From an optimization exercise on the open Yosys and OpenROAD flow, aimed at small area; shortcuts taken in it are not production practice. In this exercise RTL edits were held to simulation tests only and were not proved equivalent to the original. No driver is modelled on the clock port, so clock power and skew are understated where the tree is cut down; a real chip needs a root buffer or a tree. No activity file was given, so power comes from the tool's default toggle rates.

Setup of v6:
==> flow/design.v (excerpt) <==
module RainbowRGB
(input CLK
,input RST
,input BTN
,output[7:0]LED
,output[2:0]RGB
);
clock: 10.0 ns
lec_check: 0
cap_margin: 20
core_margin: 2
core_utilization: 40
slew_margin: 20
standard.sh (not shown) runs the stock make flow with config.mk's settings and CLKGATE_MAP_FILE= SYNTH_SCRIPT=/design/flow/synth_recipe.tcl, a recipe that flattens the netlist after the stock synthesis.
==> flow/flow/run.sh <==
#!/bin/bash
D=$(pwd)
export CTS_SINGLE_BUF=sky130_fd_sc_hd__clkbuf_4
export CTS_NBUF=3
export POST_CTS_TCL=$D/flow/cts_post.tcl
bash standard.sh "SYNTH_SCRIPT=$D/flow/synth.tcl" "POST_CTS_TCL=$D/flow/cts_post.tcl" 'ADDER_MAP_FILE=' 'BUFFER_PORTS_ARGS=-buffer_cell sky130_fd_sc_hd__buf_1' 'CTS_ARGS=-sink_clustering_enable -repair_clock_nets -buf_list {sky130_fd_sc_hd__clkbuf_4} -root_buf sky130_fd_sc_hd__clkbuf_4 -dont_use_dummy_load' finish > standard.log 2>&1
==> flow/flow/cts_post.tcl <==
# POST_CTS hook: replace the clock tree that CTS built with CTS_NBUF clock
# buffers of type CTS_SINGLE_BUF, all driven by the CLK port, each driving
# an equal share of the register clock pins (split by position).
set db [ord::get_db]
set block [ord::get_db_block]
set master [$db findMaster $::env(CTS_SINGLE_BUF)]
set nbuf $::env(CTS_NBUF)
set port_net [[$block findBTerm CLK] getNet]
set tree_insts {}
set tree_nets {}
set sinks {}
set todo [list $port_net]
while { [llength $todo] } {
  set net [lindex $todo 0]
  set todo [lrange $todo 1 end]
  foreach it [$net getITerms] {
    if { [$it getIoType] ne "INPUT" } { continue }
    set inst [$it getInst]
    set mname [[$inst getMaster] getName]
    if { [string match "*__clkbuf_*" $mname] || [string match "*__buf_*" $mname] } {
      lappend tree_insts $inst
      foreach o [$inst getITerms] {
        if { [$o getIoType] eq "OUTPUT" && [$o getNet] ne "NULL" } {
          lappend tree_nets [$o getNet]
          lappend todo [$o getNet]
        }
      }
    } else {
      set b [$inst getBBox]
      lappend sinks [list [expr {([$b xMin] + [$b xMax]) / 2}] [expr {([$b yMin] + [$b yMax]) / 2}] $it]
    }
  }
}
puts "cts_post: [llength $tree_insts] tree cells, [llength $sinks] sinks, $nbuf new buffers"
foreach s $sinks { [lindex $s 2] disconnect }
foreach inst $tree_insts { odb::dbInst_destroy $inst }
foreach net $tree_nets { odb::dbNet_destroy $net }
# k-means on sink positions, started from strips along the longer side
set xs [lmap s $sinks {lindex $s 0}]
set ys [lmap s $sinks {lindex $s 1}]
set w [expr {[tcl::mathfunc::max {*}$xs] - [tcl::mathfunc::min {*}$xs]}]
set h [expr {[tcl::mathfunc::max {*}$ys] - [tcl::mathfunc::min {*}$ys]}]
set key [expr {$w >= $h ? 0 : 1}]
set sinks [lsort -integer -index $key $sinks]
set n [llength $sinks]
set assign {}
for {set i 0} {$i < $n} {incr i} { lappend assign [expr {$i * $nbuf / $n}] }
for {set iter 0} {$iter < 20} {incr iter} {
  set cx {}; set cy {}
  for {set k 0} {$k < $nbuf} {incr k} {
    set sx 0.0; set sy 0.0; set c 0
    foreach s $sinks g $assign { if {$g == $k} { set sx [expr {$sx + [lindex $s 0]}]; set sy [expr {$sy + [lindex $s 1]}]; incr c } }
    if {$c == 0} { set c 1 }
    lappend cx [expr {$sx / $c}]; lappend cy [expr {$sy / $c}]
  }
  set new {}
  foreach s $sinks {
    set best 0; set bd 1e30
    for {set k 0} {$k < $nbuf} {incr k} {
      set d [expr {abs([lindex $s 0] - [lindex $cx $k]) + abs([lindex $s 1] - [lindex $cy $k])}]
      if {$d < $bd} { set bd $d; set best $k }
    }
    lappend new $best
  }
  set assign $new
}
set groups {}
for {set k 0} {$k < $nbuf} {incr k} {
  set g {}
  foreach s $sinks a $assign { if {$a == $k} { lappend g $s } }
  lappend groups $g
  puts "cts_post: group $k has [llength $g] sinks"
}
for {set k 0} {$k < $nbuf} {incr k} {
  set grp [lindex $groups $k]
  set buf [odb::dbInst_create $block $master clkbuf_root_$k]
  set cnet [odb::dbNet_create $block clknet_root_$k]
  $cnet setSigType CLOCK
  [$buf findITerm A] connect $port_net
  [$buf findITerm X] connect $cnet
  set sx 0; set sy 0
  foreach s $grp {
    [lindex $s 2] connect $cnet
    set sx [expr {$sx + [lindex $s 0]}]
    set sy [expr {$sy + [lindex $s 1]}]
  }
  $buf setLocation [expr {$sx / [llength $grp]}] [expr {$sy / [llength $grp]}]
  $buf setPlacementStatus PLACED
}
detailed_placement
check_placement -verbose
estimate_parasitics -placement
report_clock_skew
report_check_types -max_slew -max_capacitance
==> flow/flow/synth.tcl <==
proc synth {args} { yosys synth -nofsm -noshare {*}$args }
# The standard synthesis (synth_recipe.tcl), with abc given a different script.
proc abc {args} {
  set out {}
  set skip 0
  foreach a $args {
    if {$skip} { set skip 0; lappend out {+strash;dc2;dch -f;map -a;strash;dc2;dch -f;map -a;strash;&get -n;&if -K 4 -a;&put;mfs;strash;dc2;dch -f;map -a;topo}; continue }
    if {$a eq "-script"} { set skip 1 }
    lappend out $a
  }
  yosys abc {*}$out
}
source $::env(SCRIPTS_DIR)/synth.tcl
# left out here: clear keep_hierarchy, flatten, clean up, hide names made inside functions, write 1_2_yosys.v
> inputs changed (v6 -> v7)
==> flow/flow/run.sh <==
#!/bin/bash
D=$(pwd)
export CTS_SINGLE_BUF=sky130_fd_sc_hd__clkbuf_8
export CTS_NBUF=2
export POST_CTS_TCL=$D/flow/cts_post.tcl
bash standard.sh "SYNTH_SCRIPT=$D/flow/synth.tcl" "POST_CTS_TCL=$D/flow/cts_post.tcl" 'ADDER_MAP_FILE=' 'BUFFER_PORTS_ARGS=-buffer_cell sky130_fd_sc_hd__buf_1' 'CTS_ARGS=-sink_clustering_enable -repair_clock_nets -buf_list {sky130_fd_sc_hd__clkbuf_4} -root_buf sky130_fd_sc_hd__clkbuf_4 -dont_use_dummy_load' finish > standard.log 2>&1
diff --git a/flow/flow/cts_post.tcl b/flow/flow/cts_post.tcl
--- a/flow/flow/cts_post.tcl
+++ b/flow/flow/cts_post.tcl
@@ -36,5 +36,5 @@
 foreach inst $tree_insts { odb::dbInst_destroy $inst }
 foreach net $tree_nets { odb::dbNet_destroy $net }
-# k-means on sink positions, started from strips along the longer side
+# split along the longer side of the sink region
 set xs [lmap s $sinks {lindex $s 0}]
 set ys [lmap s $sinks {lindex $s 1}]
@@ -44,34 +44,8 @@
 set sinks [lsort -integer -index $key $sinks]
 set n [llength $sinks]
-set assign {}
-for {set i 0} {$i < $n} {incr i} { lappend assign [expr {$i * $nbuf / $n}] }
-for {set iter 0} {$iter < 20} {incr iter} {
-  set cx {}; set cy {}
-  for {set k 0} {$k < $nbuf} {incr k} {
-    set sx 0.0; set sy 0.0; set c 0
-    foreach s $sinks g $assign { if {$g == $k} { set sx [expr {$sx + [lindex $s 0]}]; set sy [expr {$sy + [lindex $s 1]}]; incr c } }
-    if {$c == 0} { set c 1 }
-    lappend cx [expr {$sx / $c}]; lappend cy [expr {$sy / $c}]
-  }
-  set new {}
-  foreach s $sinks {
-    set best 0; set bd 1e30
-    for {set k 0} {$k < $nbuf} {incr k} {
-      set d [expr {abs([lindex $s 0] - [lindex $cx $k]) + abs([lindex $s 1] - [lindex $cy $k])}]
-      if {$d < $bd} { set bd $d; set best $k }
-    }
-    lappend new $best
-  }
-  set assign $new
-}
-set groups {}
 for {set k 0} {$k < $nbuf} {incr k} {
-  set g {}
-  foreach s $sinks a $assign { if {$a == $k} { lappend g $s } }
-  lappend groups $g
-  puts "cts_post: group $k has [llength $g] sinks"
-}
-for {set k 0} {$k < $nbuf} {incr k} {
-  set grp [lindex $groups $k]
+  set lo [expr {$k * $n / $nbuf}]
+  set hi [expr {($k + 1) * $n / $nbuf - 1}]
+  set grp [lrange $sinks $lo $hi]
   set buf [odb::dbInst_create $block $master clkbuf_root_$k]
   set cnet [odb::dbNet_create $block clknet_root_$k]
diff --git a/flow/flow/synth.tcl b/flow/flow/synth.tcl
--- a/flow/flow/synth.tcl
+++ b/flow/flow/synth.tcl
@@ -5,5 +5,5 @@
   set skip 0
   foreach a $args {
-    if {$skip} { set skip 0; lappend out {+strash;dc2;dch -f;map -a;strash;dc2;dch -f;map -a;strash;&get -n;&if -K 4 -a;&put;mfs;strash;dc2;dch -f;map -a;topo}; continue }
+    if {$skip} { set skip 0; lappend out {+strash;dc2;dch -f;map -a;strash;dc2;dch -f;map -a;strash;dc2;dch -f;map -a;strash;dc2;dch -f;map -a;topo}; continue }
     if {$a eq "-script"} { set skip 1 }
     lappend out $a
--- outcome ---
v7 against v6: boundary pin count shows no meaningful change, sequential share of layout area shows a reduction of 0.24 points. Summary: total routed wirelength, v7 worse than v6. Per the comparison of v7 with v6, number of cells on the worst reg-to-reg path went up by 1; die footprint was more or less identical; setup clock skew after layout was more or less identical; number of fillers in the final layout was more or less identical; power per standard cell area went up by 1.8%. Sum of negative setup slack across v6 and v7: no real change. In v7, final worst-path setup slack is higher than in v6. Looking at overall track demand over capacity in global routing, v7 sits 0.30 points above v6.
In every run of this note, the design's own scripts or RTL, not TritonCTS, make the clock network.

==> static timing again, ports no longer ideal <==
No port has a modelled driver above. Below, the same layouts with a new extraction and two added sets of constraints.
Step 1: set_driving_cell puts a clkbuf_16 on CLK and a buf_2 on each other input, an assumption about the parent block.
Step 2 moves the port delays by t, midway between the first and last clock arrival at a register: inputs arrive t later, outputs are due t later. That takes back most of the time a late clock gives input paths.
Three values: ideal, step 1, step 2; two values: the first two.
run	t (ns)	slack for setup (ns)	worst hold slack (ns)	worst setup path after step 2	worst register clock-pin slew, ns
v6	0.213	5.424 / 5.387 / 5.600	0.382 / 0.382 / 0.382	register to output	0.13 / 0.13
v7	0.204	5.484 / 5.446 / 5.650	0.385 / 0.385 / 0.385	register to output	0.11 / 0.11
After both steps setup and hold are still met in every run listed.
